Background: an optimization exercise with open tools, aiming at small area and a short achievable clock period. Do not read the settings as production practice.
Where RTL was checked, it was by simulation tests only, not by an equivalence proof against the original.
No functional check of the RTL was part of run 1.
The flow treats the clock pin as an ideal source. Dropping or thinning the clock tree relies on that and would not hold on a real chip.
No activity file was given, so power comes from the tool's default toggle rates.

## flow/design.v (module list and top-level ports; edited modules follow where they fit)
// module csa_fa: 7 lines
// module g_xor2: 3 lines
// module g_xnor2: 3 lines
// module g_maj3: 3 lines
// module g_or2: 3 lines
// module csa_ffa: 9 lines
// module csa_han: 7 lines
// module mini_cnn: 1001 lines
module mini_cnn (
    input         clk,
    input         reset,
    input  [7:0]  pxl_in,
    input  [7:0]  k00, k01, k02,
    input  [7:0]  k10, k11, k12,
    input  [7:0]  k20, k21, k22,
    input  [15:0] w0, w1, w2, w3,
    input  [15:0] bias,
    output [15:0] pool_out,
    output [15:0] fc_out,
    output reg    out_valid
);
  // ...
==> flow/flow/run.sh <==
#!/bin/bash
# The standard ORFS layout with these changes:
#  - port buffers are the smallest buffer (buf_1),
#  - clock tree synthesis with clkbuf_8 buffers, clusters of at most 16 sinks,
#    and without dummy loads,
#  - after clock tree synthesis the tree's root buffer is removed, so the clock
#    port drives the tree's first-level buffers directly (flow/noroot.tcl), and
#    if there are two of them, each is split in two, so that the port drives
#    four buffers, each driving the nearer half of the leaf buffers; these
#    first-level buffers are then clkbuf_16 (flow/split.tcl),
#  - the multiplier operand flops get drive strength 2 (flow/upsize.tcl),
#  - the output port buffers get drive strength 2 (flow/outbuf.tcl).
# Each tool's output goes to its own log here.
set -uo pipefail
bash standard.sh synth > synth.log 2>&1 || exit 1
CTS="-sink_clustering_enable -repair_clock_nets -sink_clustering_size 16 -sink_clustering_max_diameter 50"
CTS="$CTS -buf_list {sky130_fd_sc_hd__clkbuf_8} -dont_use_dummy_load"
bash standard.sh "BUFFER_PORTS_ARGS=-buffer_cell sky130_fd_sc_hd__buf_1" \
  "CTS_ARGS=$CTS" "POST_CTS_TCL=$PWD/flow/post_cts.tcl" finish > layout.log 2>&1 || exit 1
==> flow/flow/noroot.tcl <==
# Drop the clock tree's root buffer: the clock port then drives the tree's
# first-level buffers (two of them) directly.
set block [ord::get_db_block]
set clk [[$block findBTerm clk] getNet]
set roots {}
foreach it [$clk getITerms] { if {[$it isInputSignal]} { lappend roots [$it getInst] } }
if {[llength $roots] == 1} {
  set root [lindex $roots 0]
  set rn [[$root findITerm X] getNet]
  set loads {}
  foreach it [$rn getITerms] { if {[$it isInputSignal]} { lappend loads $it } }
  if {[llength $loads] <= 4} {
    foreach it $loads { $it disconnect; $it connect $clk }
    [$root findITerm A] disconnect
    odb::dbInst_destroy $root
    odb::dbNet_destroy $rn
    puts "noroot: removed [$root getName], clock port now drives [llength $loads] buffers"
  }
}
==> flow/flow/outbuf.tcl <==
# Output port buffers: drive strength 2.
set n 0
foreach bt [[ord::get_db_block] getBTerms] {
  if {[$bt getIoType] ne "OUTPUT"} continue
  set net [$bt getNet]
  foreach it [$net getITerms] {
    if {[$it isOutputSignal] && [[[$it getInst] getMaster] getName] eq "sky130_fd_sc_hd__buf_1"} {
      replace_cell [get_cells [[$it getInst] getName]] sky130_fd_sc_hd__buf_2
      incr n
    }
  }
}
puts "outbuf: $n output buffers to buf_2"
if {$n > 0} { detailed_placement; estimate_parasitics -placement }
==> flow/flow/post_cts.tcl <==
# Run after clock tree synthesis (ORFS POST_CTS_TCL hook).
set here [file dirname [info script]]
source $here/noroot.tcl
source $here/split.tcl
source $here/upsize.tcl
source $here/outbuf.tcl
==> flow/flow/split.tcl <==
set block [ord::get_db_block]
set clk [[$block findBTerm clk] getNet]
set mids {}
foreach it [$clk getITerms] { if {[$it isInputSignal]} { lappend mids [$it getInst] } }
if {[llength $mids] == 2} {
  set made 0
  foreach m $mids {
    set out [[$m findITerm X] getNet]
    set loads {}
    foreach it [$out getITerms] { if {[$it isInputSignal]} { lappend loads $it } }
    if {[llength $loads] < 4} continue
    set xs {}; set ys {}
    foreach it $loads { lassign [[$it getInst] getLocation] x y; lappend xs $x; lappend ys $y }
    set sx [expr {[tcl::mathfunc::max {*}$xs] - [tcl::mathfunc::min {*}$xs]}]
    set sy [expr {[tcl::mathfunc::max {*}$ys] - [tcl::mathfunc::min {*}$ys]}]
    set idx [expr {$sx >= $sy ? 0 : 1}]
    set keyed {}
    foreach it $loads { lappend keyed [list [lindex [[$it getInst] getLocation] $idx] $it] }
    set keyed [lsort -integer -index 0 $keyed]
    set half [expr {[llength $keyed] / 2}]
    set first [lrange $keyed 0 [expr {$half - 1}]]
    set second [lrange $keyed $half end]
    set name "[$m getName]_split"
    set nb [odb::dbInst_create $block [$m getMaster] $name]
    set nn [odb::dbNet_create $block "${name}_net"]
    $nn setSigType CLOCK
    [$nb findITerm A] connect $clk
    [$nb findITerm X] connect $nn
    set cx 0; set cy 0
    foreach e $second { set it [lindex $e 1]; $it disconnect; $it connect $nn
      lassign [[$it getInst] getLocation] x y; set cx [expr {$cx + $x}]; set cy [expr {$cy + $y}] }
    set n2 [llength $second]
    $nb setLocation [expr {$cx / $n2}] [expr {$cy / $n2}]
    $nb setPlacementStatus PLACED
    set cx 0; set cy 0
    foreach e $first { lassign [[[lindex $e 1] getInst] getLocation] x y; set cx [expr {$cx + $x}]; set cy [expr {$cy + $y}] }
    set n1 [llength $first]
    $m setLocation [expr {$cx / $n1}] [expr {$cy / $n1}]
    incr made
  }
  if {$made} {
    global_connect
    detailed_placement
    estimate_parasitics -placement
  }
  puts "split: clock port now drives [expr {2 + $made}] buffers"
}

# The buffers the clock port drives get the largest clock buffer.
set clk [[[ord::get_db_block] findBTerm clk] getNet]
set up 0
foreach it [$clk getITerms] {
  if {[$it isInputSignal] && [[[$it getInst] getMaster] getName] ne "sky130_fd_sc_hd__clkbuf_16"} {
    replace_cell [get_cells [[$it getInst] getName]] sky130_fd_sc_hd__clkbuf_16
    incr up
  }
}
if {$up} { detailed_placement; estimate_parasitics -placement }
puts "split: $up first-level clock buffers to clkbuf_16"
==> flow/flow/upsize.tcl <==
set n 0
foreach c [get_cells -quiet {pa* ka*}] {
  if {[get_property [get_lib_cells -of_objects $c] name] eq "sky130_fd_sc_hd__dfxtp_1"} {
    replace_cell $c sky130_fd_sc_hd__dfxtp_2
    incr n
  }
}
puts "upsize: $n stage-A flops to dfxtp_2"
if {$n > 0} {
  detailed_placement
  estimate_parasitics -placement
}
==> flow/standard.sh <==
#!/bin/bash
# synth_recipe.tcl (not shown) runs the flow's synth.tcl, then flattens the netlist and writes it again
# the make line also repeats each setting of config.mk as NAME=value (left out here)
make -C /OpenROAD-flow-scripts/flow DESIGN_CONFIG=/design/flow/config.mk WORK_HOME=/design/flow/orfs CLKGATE_MAP_FILE= SYNTH_SCRIPT=/design/flow/synth_recipe.tcl "${@:-finish}"
==> flow/config.mk <==
export PLATFORM = sky130hd
export DESIGN_NAME = mini_cnn
export DESIGN_NICKNAME = mini_cnn
export VERILOG_FILES = /design/flow/design.v
export SDC_FILE = /design/flow/constraint.sdc
export NUM_CORES = 4
export LEC_CHECK = 0
export CAP_MARGIN = 50
export CORE_MARGIN = 2
export CORE_UTILIZATION = 65
export CTS_BUF_LIST = sky130_fd_sc_hd__clkbuf_8 sky130_fd_sc_hd__clkbuf_16
export CTS_CLUSTER_DIAMETER = 60
export CTS_CLUSTER_SIZE = 30
export SLEW_MARGIN = 70
export SYNTH_HIERARCHICAL = 1
export SYNTH_MINIMUM_KEEP_SIZE = 0
==> flow/constraint.sdc <==
create_clock -name core_clock -period 13.0 [get_ports {clk}]
set_input_delay 2.6000 -clock core_clock [delete_from_list [all_inputs] [get_ports {clk}]]
set_output_delay 2.6000 -clock core_clock [all_outputs]
set_load 0.01 [all_outputs]
==> impl_metrics.csv, run 1 <==
group,metric,value,unit
status,outcome,"finished clean",
cells_and_area,sequential_fraction_of_total_cell_area,0.337,
sta,setup_viol,0,
synthesis,total_nets_after_synthesis,2112,
clock_network,clk_transition_reported_paths,90,ps
hold_path,whs_endpoint,"sr[5][6]$_DFF_P_",
placement,place_hpwl,33500,um
cells_and_area,dominant_cells,"multi-input combinational cells",
pwr,clock_power_share,0.105,
worst_setup_path,critical_path_class,"reg2out",
sta,finalMaxSlewViolations,0,
drt,drt_pre_antenna_iters,8,
sta,skew,84.8,ps
cells_and_area,n_all_inverters,58,
drt,dr.max_layer_used,"met4",
worst_setup_path,path_max_fanout,2,
sta,achievable_freq,284,MHz
floorplanning,top_level_ports,195,
clock_network,clock-sinks,319,
global_routing,number_of_antenna_violations_at_the_first_check_in_global_routing,2,
worst_setup_path,critical_path_required,10400,ps
pwr,internal_power,0.00301,W
cells_and_area,multi_input_area,0.0111,mm2
worst_setup_path,r2r_cells,11,
cells_and_area,final_common_cell,"nand2_1",
drt,route.vias.total,13400,
global_routing,grt_start_max_net_pins,34,
==> inputs of run 2 (changes only) <==
--- a/flow/design.v
+++ b/flow/design.v
@@ -922,17 +922,17 @@
     csa_han u_cf3 (fp0_3, fp1_3, cf3, cf4);
     wire cf5, cf6;
     csa_ffa u_cf5 (fp0_4, fp1_4, fp2_4, cf5, cf6);
     wire cf7, cf8;
     csa_han u_cf7 (fp3_4, fp4_4, cf7, cf8);
     wire cf9, cf10;
     csa_ffa u_cf9 (fp0_5, fp1_5, fp2_5, cf9, cf10);
     wire cf11, cf12;
-    csa_ffa u_cf11 (fp3_5, fp4_5, fb5, cf11, cf12);
+    csa_fa u_cf11 (fp3_5, fp4_5, fb5, cf11, cf12);
     wire cf13, cf14;
     csa_ffa u_cf13 (fp0_6, fp1_6, fp2_6, cf13, cf14);
     wire cf15, cf16;
     csa_ffa u_cf15 (fp3_6, fp4_6, fb6, cf15, cf16);
     wire cf17, cf18;
     csa_ffa u_cf17 (fp0_7, fp1_7, fp2_7, cf17, cf18);
     wire cf19, cf20;
     csa_ffa u_cf19 (fp3_7, fp4_7, fb7, cf19, cf20);
@@ -960,25 +960,25 @@
     csa_ffa u_cf41 (fp0_13, fp1_13, fp2_13, cf41, cf42);
     wire cf43, cf44;
     csa_ffa u_cf43 (fp3_13, fp4_13, fb13, cf43, cf44);
     wire cf45, cf46;
     csa_ffa u_cf45 (fp0_14, fp1_14, fp2_14, cf45, cf46);
     wire cf47, cf48;
     csa_ffa u_cf47 (fp3_14, fp4_14, fb14, cf47, cf48);
     wire cf49, cf50;
-    csa_ffa u_cf49 (fp2_15, fp3_15, fp4_15, cf49, cf50);
+    csa_fa u_cf49 (fp2_15, fp3_15, fp4_15, cf49, cf50);
     wire cf51, cf52;
     csa_ffa u_cf51 (fp5_15, fb15, cf1, cf51, cf52);
     wire cf53, cf54;
     csa_han u_cf53 (fp0_2, fp1_2, cf53, cf54);
     wire cf55, cf56;
     csa_ffa u_cf55 (fp2_3, fp3_3, fb3, cf55, cf56);
     wire cf57, cf58;
-    csa_ffa u_cf57 (fb4, cf7, cf4, cf57, cf58);
+    csa_fa u_cf57 (fb4, cf7, cf4, cf57, cf58);
     wire cf59, cf60;
     csa_ffa u_cf59 (cf8, cf6, cf9, cf59, cf60);
     wire cf61, cf62;
     csa_ffa u_cf61 (cf10, cf13, cf15, cf61, cf62);
     wire cf63, cf64;
     csa_ffa u_cf63 (cf14, cf17, cf19, cf63, cf64);
     wire cf65, cf66;
     csa_ffa u_cf65 (cf18, cf21, cf23, cf65, cf66);
==> flow/flow/upsize.tcl (replaced) <==
set n 0
foreach c [get_cells -quiet {pa* ka* dsh* wd* grp_first*}] {
  if {[get_property [get_lib_cells -of_objects $c] name] eq "sky130_fd_sc_hd__dfxtp_1"} {
    replace_cell $c sky130_fd_sc_hd__dfxtp_2
    incr n
  }
}
puts "upsize: $n flops to dfxtp_2"
if {$n > 0} {
  detailed_placement
  estimate_parasitics -placement
}
==> impl_metrics.csv, run 2 <==
group,metric,value,unit
pwr,clock_power_share,0.103,
floorplanning,fp-row-count,61,
cells_and_area,finalNonFillerCells,2286,
global_routing,gr-usage-met2,0.506,
sta,achievable_freq,282,MHz
placement,dpl-instance-area,0.0191,mm2
clock_network,clock_latency_on_the_worst_skew_pair,330,ps
global_routing,grt_start_max_net_pins,34,
drt,postRouteAntennaNets,0,
cells_and_area,design_area,0.0198,mm2
synthesis,total_nets_after_synthesis,2110,
clock_network,clock-sinks,319,
drt,postRouteWirelength,42700,um
floorplanning,die-width,171,um
global_routing,use_met1,0.372,
status,outcome,"finished clean",
cells_and_area,max_reg_flops,160,
worst_setup_path,critical_path_required,10400,ps
worst_setup_path,critical-path-max-stage-delay,450,ps
sta,skew,52.9,ps
synthesis,postSynthAreaPerCell,10.3,um2
pwr,power.net_switching,0.00225,W
global_routing,overflow,0,
global_routing,first_pass_grt_wire_length,66400,um
floorplanning,design.core.area,0.0276,mm2
cells_and_area,most_frequent_cells_in_the_layout,"nand2_1 (325), xor2_1 (233), dfxtp_1 (224)",
drt,route.vias.total,13200,
worst_setup_path,slowest_cp_cell,"edfxtp_1",
cells_and_area,post_route_cells_drive_above_1_share,0.168,
pwr,internal_power,0.00301,W
hold_path,hold_path.class,"reg2reg",
global_routing,grt_most_used_layer,"met2",
cells_and_area,area.growth.synth_to_final,9.07,%
sta,finalHoldViolations,0,
worst_setup_path,critical_path_class,"reg2out",
floorplanning,top_level_ports,195,
drt,remaining_drc_errors,0,
cells_and_area,final_common_cell,"nand2_1",
placement,placedCellCount,2252,
global_routing,vias_in_the_first_global_route,12900,
worst_setup_path,worstPathArrival,940,ps
clock_network,clk_transition_reported_paths,90,ps
worst_setup_path,path_max_fanout,2,
pwr,power_per_cell_area,266,mW/mm2
worst_setup_path,critical_path.top_delay_family,"flip-flops",
sta,final.min_clock_period,3540,ps
global_routing,met3_demand_to_capacity_share_in_global_routing,0.0481,
synthesis,netlist_area,0.0181,mm2
worst_setup_path,cp_num_buf_inv,1,
drt,drt-vias-per-instance,5.79,
sta,finalMaxSlewViolations,0,
synthesis,synth_cells,1765,
sta,rsz0062_at_grt,"false",
pwr,power.share.switching,0.428,
run,drv.max_cap_violation_count,0,
pwr,power_frac_comb,0.645,
global_routing,grt.total_usage,0.292,
placement,place_hpwl,33100,um
sta,holdWs,291,ps
placement,gpl.final_weighted_congestion,0.931,
cells_and_area,post-route-util,0.715,
cells_and_area,layout.nets,2253,
floorplanning,fp.dieH,171,um
worst_setup_path,startpoint_type,"flip-flop",
sta,post-route-period-util,0.273,
drt,drt_pre_antenna_iters,10,
worst_setup_path,crit_path_end_kind,"primary output",
synthesis,yosys_warnings,8,
pwr,ir_drop,0.148,mV
drt,detailedRoute.firstIterationViolations,1089,
pwr,sequential_cell_fraction_of_total_power,0.252,
pwr,static_leakage_power,7.40,nW
global_routing,number_of_antenna_violations_at_the_first_check_in_global_routing,2,
floorplanning,floorplan.die_area,0.0292,mm2
drt,route.detailed.wl_per_inst,18.7,um
worst_setup_path,crit_path_cell_trace,"buf_2",
sta,setup_tns,0,ps
placement,io_buffers,193,
floorplanning,initial_core_util,0.656,
cells_and_area,largest_register,"sr",
sta,setup_viol,0,
==> run 2: area by class of cell, clock buffers not listed <==
cell class | count | area, um2
Antenna cell | 2 | 5.00
Buffer | 2 | 50.0
Fill cell | 2121 | 7870
Inverter | 58 | 218
Multi-Input combinational cell | 1295 | 11100
Sequential cell | 319 | 6680
Tap cell | 378 | 473
Timing Repair Buffer | 202 | 836
==> run 2: per-layer routing <==
metal  vias to the layer above  wire length [um]
li1                       6244                 -
met3                        98              2920
met1                      6365             17900
met2                       530             20500
met4                         0              1360
met5                         -                 0
==> run 2: final timing paths <==
check,startpoint,to,slack (ps),cells after the start
max in group asynchronous,reset,ph[4]$_DFF_PP1_,10530,2
worst min register to register,sr[14][6]$_DFF_P_,sr[15][6]$_DFF_P_,290,0
min in group asynchronous,reset,ph[1]$_DFF_PP0_,2180,2
worst max-delay path,flip-flop,pool_out[0],9460,1
worst min-delay path,sr[14][6]$_DFF_P_,sr[15][6]$_DFF_P_,290,0
worst max register to register,wd[1]$_DFF_P_,acc_fc[14]$_DFF_P_,9510,11
==> run 2: power by group through the flow <==
stage / Combinational [W] / Sequential [W] / Clock, W
after floorplan: 0.00278 / 0.00130 / 0
after global routing: 0.00378 / 0.00134 / 0.000595
after detailed placement: 0.00336 / 0.00134 / 0
final: 0.00339 / 0.00132 / 0.000541
after global placement: 0.00323 / 0.00134 / 0
==> run 2: worst register-to-register path, stage by stage, from the launching register on <==
cell       delay, ps
dfxtp_2          520
nand2_1          140
or2_1            260
fa_1             490
maj3_2           320
ha_1             360
and3_1           180
a221o_2          400
a2111oi_4        360
o31ai_2          120
a21oi_2          150
xor2_1           140
==> run 2: metrics by stage <==
step | power [W] | setup WS, ps
floorplan | 0.00407 | 9550
global route | 0.00572 | 9340
finish | 0.00525 | 9460
global placement | 0.00457 | 9400
detailed placement | 0.00470 | 9450
==> inputs of run 3 (changes only) <==
--- a/flow/flow/run.sh
+++ b/flow/flow/run.sh
@@ -10,9 +10,10 @@
 #    first-level buffers are then clkbuf_16 (flow/split.tcl),
 #  - the multiplier operand flops get drive strength 2 (flow/upsize.tcl),
-#  - the output port buffers get drive strength 2 (flow/outbuf.tcl).
+#  - the output port buffers get drive strength 2 (flow/outbuf.tcl),
+#  - the fast adders' majority gates are maj3_1 (flow/downsize.tcl).
 # Each tool's output goes to its own log here.
 set -uo pipefail
 bash standard.sh synth > synth.log 2>&1 || exit 1
-CTS="-sink_clustering_enable -repair_clock_nets -sink_clustering_size 16 -sink_clustering_max_diameter 50"
+CTS="-sink_clustering_enable -repair_clock_nets -sink_clustering_size 16 -sink_clustering_max_diameter 60"
 CTS="$CTS -buf_list {sky130_fd_sc_hd__clkbuf_8} -dont_use_dummy_load"
 bash standard.sh "BUFFER_PORTS_ARGS=-buffer_cell sky130_fd_sc_hd__buf_1" \
==> flow/flow/downsize.tcl (new file) <==
# The fast adders' majority gates were modelled (gen/gen.py) as maj3_1; synthesis
# maps the one-gate module to maj3_2. Use maj3_1.
set n 0
foreach c [get_cells -quiet -hierarchical *] {
  if {[get_property [get_lib_cells -of_objects $c] name] eq "sky130_fd_sc_hd__maj3_2"} {
    replace_cell $c sky130_fd_sc_hd__maj3_1
    incr n
  }
}
puts "downsize: $n maj3_2 to maj3_1"
if {$n > 0} { detailed_placement; estimate_parasitics -placement }
--- a/flow/flow/post_cts.tcl
+++ b/flow/flow/post_cts.tcl
@@ -5,2 +5,3 @@
 source $here/upsize.tcl
 source $here/outbuf.tcl
+source $here/downsize.tcl
==> impl_metrics.csv, run 3 <==
group,metric,value,unit
placement,gpl.final_weighted_congestion,0.931,
floorplanning,die-width,171,um
synthesis,yosys_warnings,8,
synthesis,netlist_area,0.0181,mm2
status,toolErrorMsg,"[ERROR STA-2201] get_property -object_type must be specified with object name argument.",
synthesis,synth_cells,1765,
floorplanning,fp.dieH,171,um
placement,dpl-instance-area,0.0191,mm2
synthesis,postSynthAreaPerCell,10.3,um2
floorplanning,fp-row-count,61,
placement,io_buffers,193,
status,outcome,"stopped before the end",
placement,place_hpwl,33100,um
floorplanning,top_level_ports,195,
clock_network,clock-sinks,319,
status,haltStage,"4_1_cts",
synthesis,total_nets_after_synthesis,2110,
floorplanning,initial_core_util,0.656,
[run 3: stage by stage]
step / power [W] / instances / setup WS, ps / hold slack (ps) / utilization
2_1_floorplan: 0.00407 / 1765 / 9550 / 310 / -
3_5_place_dp: 0.00470 / 2252 / 9450 / 315 / 0.693
3_3_place_gp: 0.00457 / 2250 / 9400 / 310 / 0.688
[run 3: power by group through the flow]
stage               clock, W  sequential, W  combinational [W]
global placement           0        0.00134            0.00323
detailed placement         0        0.00134            0.00336
floorplan                  0        0.00130            0.00278
[run 3: worst max-delay path by stage]
stage | from | cells after the start | slack (ps) | end
2_1_floorplan | wd[1]$_DFF_P_ | 12 | 9550 | acc_fc[14]$_DFF_P_
3_3_place_gp | wd[1]$_DFF_P_ | 11 | 9400 | acc_fc[14]$_DFF_P_
3_5_place_dp | wd[4]$_DFF_P_ | 11 | 9450 | acc_fc[14]$_DFF_P_
==> inputs of run 4 (changes only) <==
==> flow/flow/downsize.tcl (replaced) <==
# The fast adders' majority gates were modelled (gen/gen.py) as maj3_1; synthesis
# maps the one-gate module to maj3_2. Use maj3_1.
set n 0
foreach inst [[ord::get_db_block] getInsts] {
  if {[[$inst getMaster] getName] eq "sky130_fd_sc_hd__maj3_2"} {
    replace_cell [get_cells [$inst getName]] sky130_fd_sc_hd__maj3_1
    incr n
  }
}
puts "downsize: $n maj3_2 to maj3_1"
if {$n > 0} { detailed_placement; estimate_parasitics -placement }
==> impl_metrics.csv, run 4 <==
group,metric,value,unit
status,outcome,"finished clean",
sta,setup_viol,0,
sta,final.min_clock_period,3560,ps
sta,skew,64.6,ps
floorplanning,floorplan.die_area,0.0292,mm2
drt,postRouteAntennaNets,0,
synthesis,synth_cells,1765,
floorplanning,fp.dieH,171,um
worst_setup_path,worstPathArrival,3750,ps
floorplanning,fp-row-count,61,
worst_setup_path,critical-path-top-cell-by-count,"maj3_1",
sta,finalMaxSlewViolations,0,
synthesis,yosys_warnings,8,
drt,route.detailed.wl_per_inst,18.6,um
worst_setup_path,path_max_fanout,8,
sta,finalHoldViolations,0,
sta,setup_tns,0,ps
cells_and_area,post-route-util,0.709,
global_routing,grt.total_usage,0.289,
worst_setup_path,slowest_cp_cell,"dfxtp_2",
cells_and_area,layout.nets,2250,
global_routing,vias_in_the_first_global_route,12900,
cells_and_area,largest_register,"sr",
cells_and_area,final.fill_count,2178,
floorplanning,die-width,171,um
drt,drt-vias-per-instance,5.78,
pwr,ir_drop,0.151,mV
pwr,power_per_cell_area,261,mW/mm2
synthesis,netlist_area,0.0181,mm2
drt,drt_pre_antenna_iters,8,
sta,achievable_freq,281,MHz
placement,gpl.final_weighted_congestion,0.931,
placement,io_buffers,193,
drt,detailedRoute.firstIterationViolations,1036,
floorplanning,initial_core_util,0.656,
drt,postRouteWirelength,42500,um
worst_setup_path,crit_path_cell_trace,"nand2_1 -> maj3_1 -> maj3_1 -> maj3_1 -> xor2_1 -> xor2_1 -> maj3_1 -> maj3_1 -> maj3_1",
run,drv.max_cap_violation_count,0,
clock_network,clk_transition_reported_paths,100,ps
sta,post-route-period-util,0.274,
clock_network,clock_latency_on_the_worst_skew_pair,330,ps
cells_and_area,final_common_cell,"nand2_1",
cells_and_area,most_frequent_cells_in_the_layout,"nand2_1 (325), xor2_1 (233), dfxtp_1 (224)",
pwr,static_leakage_power,7.29,nW
floorplanning,top_level_ports,195,
hold_path,hold_path.class,"reg2reg",
synthesis,total_nets_after_synthesis,2110,
worst_setup_path,startpoint_type,"flip-flop",
global_routing,grt_start_max_net_pins,34,
sta,rsz0062_at_grt,"false",
global_routing,overflow,0,
cells_and_area,post_route_cells_drive_above_1_share,0.110,
floorplanning,design.core.area,0.0276,mm2
cells_and_area,max_reg_flops,160,
worst_setup_path,critical_path.top_delay_family,"adder cells",
clock_network,clock-sinks,319,
synthesis,postSynthAreaPerCell,10.3,um2
worst_setup_path,cp_num_buf_inv,0,
worst_setup_path,critical_path_required,13190,ps
worst_setup_path,crit_path_end_kind,"flip-flop",
drt,remaining_drc_errors,0,
global_routing,first_pass_grt_wire_length,65900,um
worst_setup_path,critical_path_class,"reg2reg",
placement,place_hpwl,33100,um
drt,route.vias.total,13200,
worst_setup_path,critical-path-max-stage-delay,490,ps
cells_and_area,area.growth.synth_to_final,8.07,%
global_routing,number_of_antenna_violations_at_the_first_check_in_global_routing,1,
==> run 4: metrics by stage <==
step	area [um2]	setup WS, ps	instances	total power (W)	hold WS (ps)
detailed placement	19100	9450	2252	0.00470	315
global placement	19000	9400	2250	0.00457	310
finish	19600	9440	2282	0.00511	302
floorplan	18100	9550	1765	0.00407	310
global route	19600	9260	2282	0.00557	302
==> run 4: worst paths after layout <==
kind / depth (start not counted) / to / slack, ps / start
setup / recovery: 9 / nacc_c[12]$_DFF_P_ / 9440 / pa0[0]$_DFF_P_
hold / removal: 0 / sr[4][2]$_DFF_P_ / 300 / sr[3][2]$_DFF_P_
setup reg to reg: 9 / nacc_c[12]$_DFF_P_ / 9440 / pa0[0]$_DFF_P_
hold reg to reg: 0 / sr[4][2]$_DFF_P_ / 300 / sr[3][2]$_DFF_P_
max in group asynchronous: 2 / ph[4]$_DFF_PP1_ / 10520 / reset
min in group asynchronous: 2 / ph[1]$_DFF_PP0_ / 2150 / reset
==> run 4: per-layer routing <==
metal  part of all wire  wire length [um]  global-route usage
met1               0.42             18000               0.367
met2               0.48             20300               0.507
met5                  0                 0                   0
met3              0.067              2830              0.0516
met4              0.029              1250              0.0862
==> run 4: power by group <==
group          total [W]  internal, W  switching (W)
combinational    0.00327      0.00148        0.00179
clock           0.000518     0.000228       0.000290
sequential       0.00132      0.00120       0.000119
total            0.00511      0.00291        0.00220
==> run 4: worst reg2reg max path: stages, from the launching register on <==
cell and delay [ps]:
dfxtp_2 490, nand2_1 140, maj3_1 380, maj3_1 390, maj3_1 430, xor2_1 200
xor2_1 180, maj3_1 430, maj3_1 410, maj3_1 370
==> run 4: final cells by class, clock buffers not listed <==
type / instances / area, um2 / area share
Inverter: 58 / 218 / 0.0111
Timing Repair Buffer: 202 / 836 / 0.0427
Buffer: 2 / 50.0 / 0.00256
Tap cell: 378 / 473 / 0.0242
Multi-Input combinational cell: 1295 / 10900 / 0.558
Antenna cell: 1 / 2.50 / 0.000128
Sequential cell: 319 / 6680 / 0.341

re-timing with driven ports:
Ports are ideal in the flow. The routed layouts listed here were re-timed in OpenROAD.
Step 1 assumes that a clkbuf_16 drives the clock port and a buf_2 every other input.
Step 2, shift: input delay + t, output delay - t, t = (earliest + latest rising clock arrival at the registers) / 2. This alone moves slack from input paths to output paths.
Slacks: no drivers / after step 1 / after step 2; pairs: no drivers / after step 1.
run | t (ns) | slack for setup (ns) | cell pins on the clock port's net
run 1 | 0.391 | 9.473 / 9.385 / 9.353 | 4
run 2 | 0.407 | 9.457 / 9.352 / 9.409 | 4
run 4 | 0.404 | 9.439 / 9.346 / 9.407 | 4
After both steps every run listed still meets setup and hold. The setup slack of run 1, which loses most, moves by -0.088 ns with the drivers and by -0.120 ns with both steps.
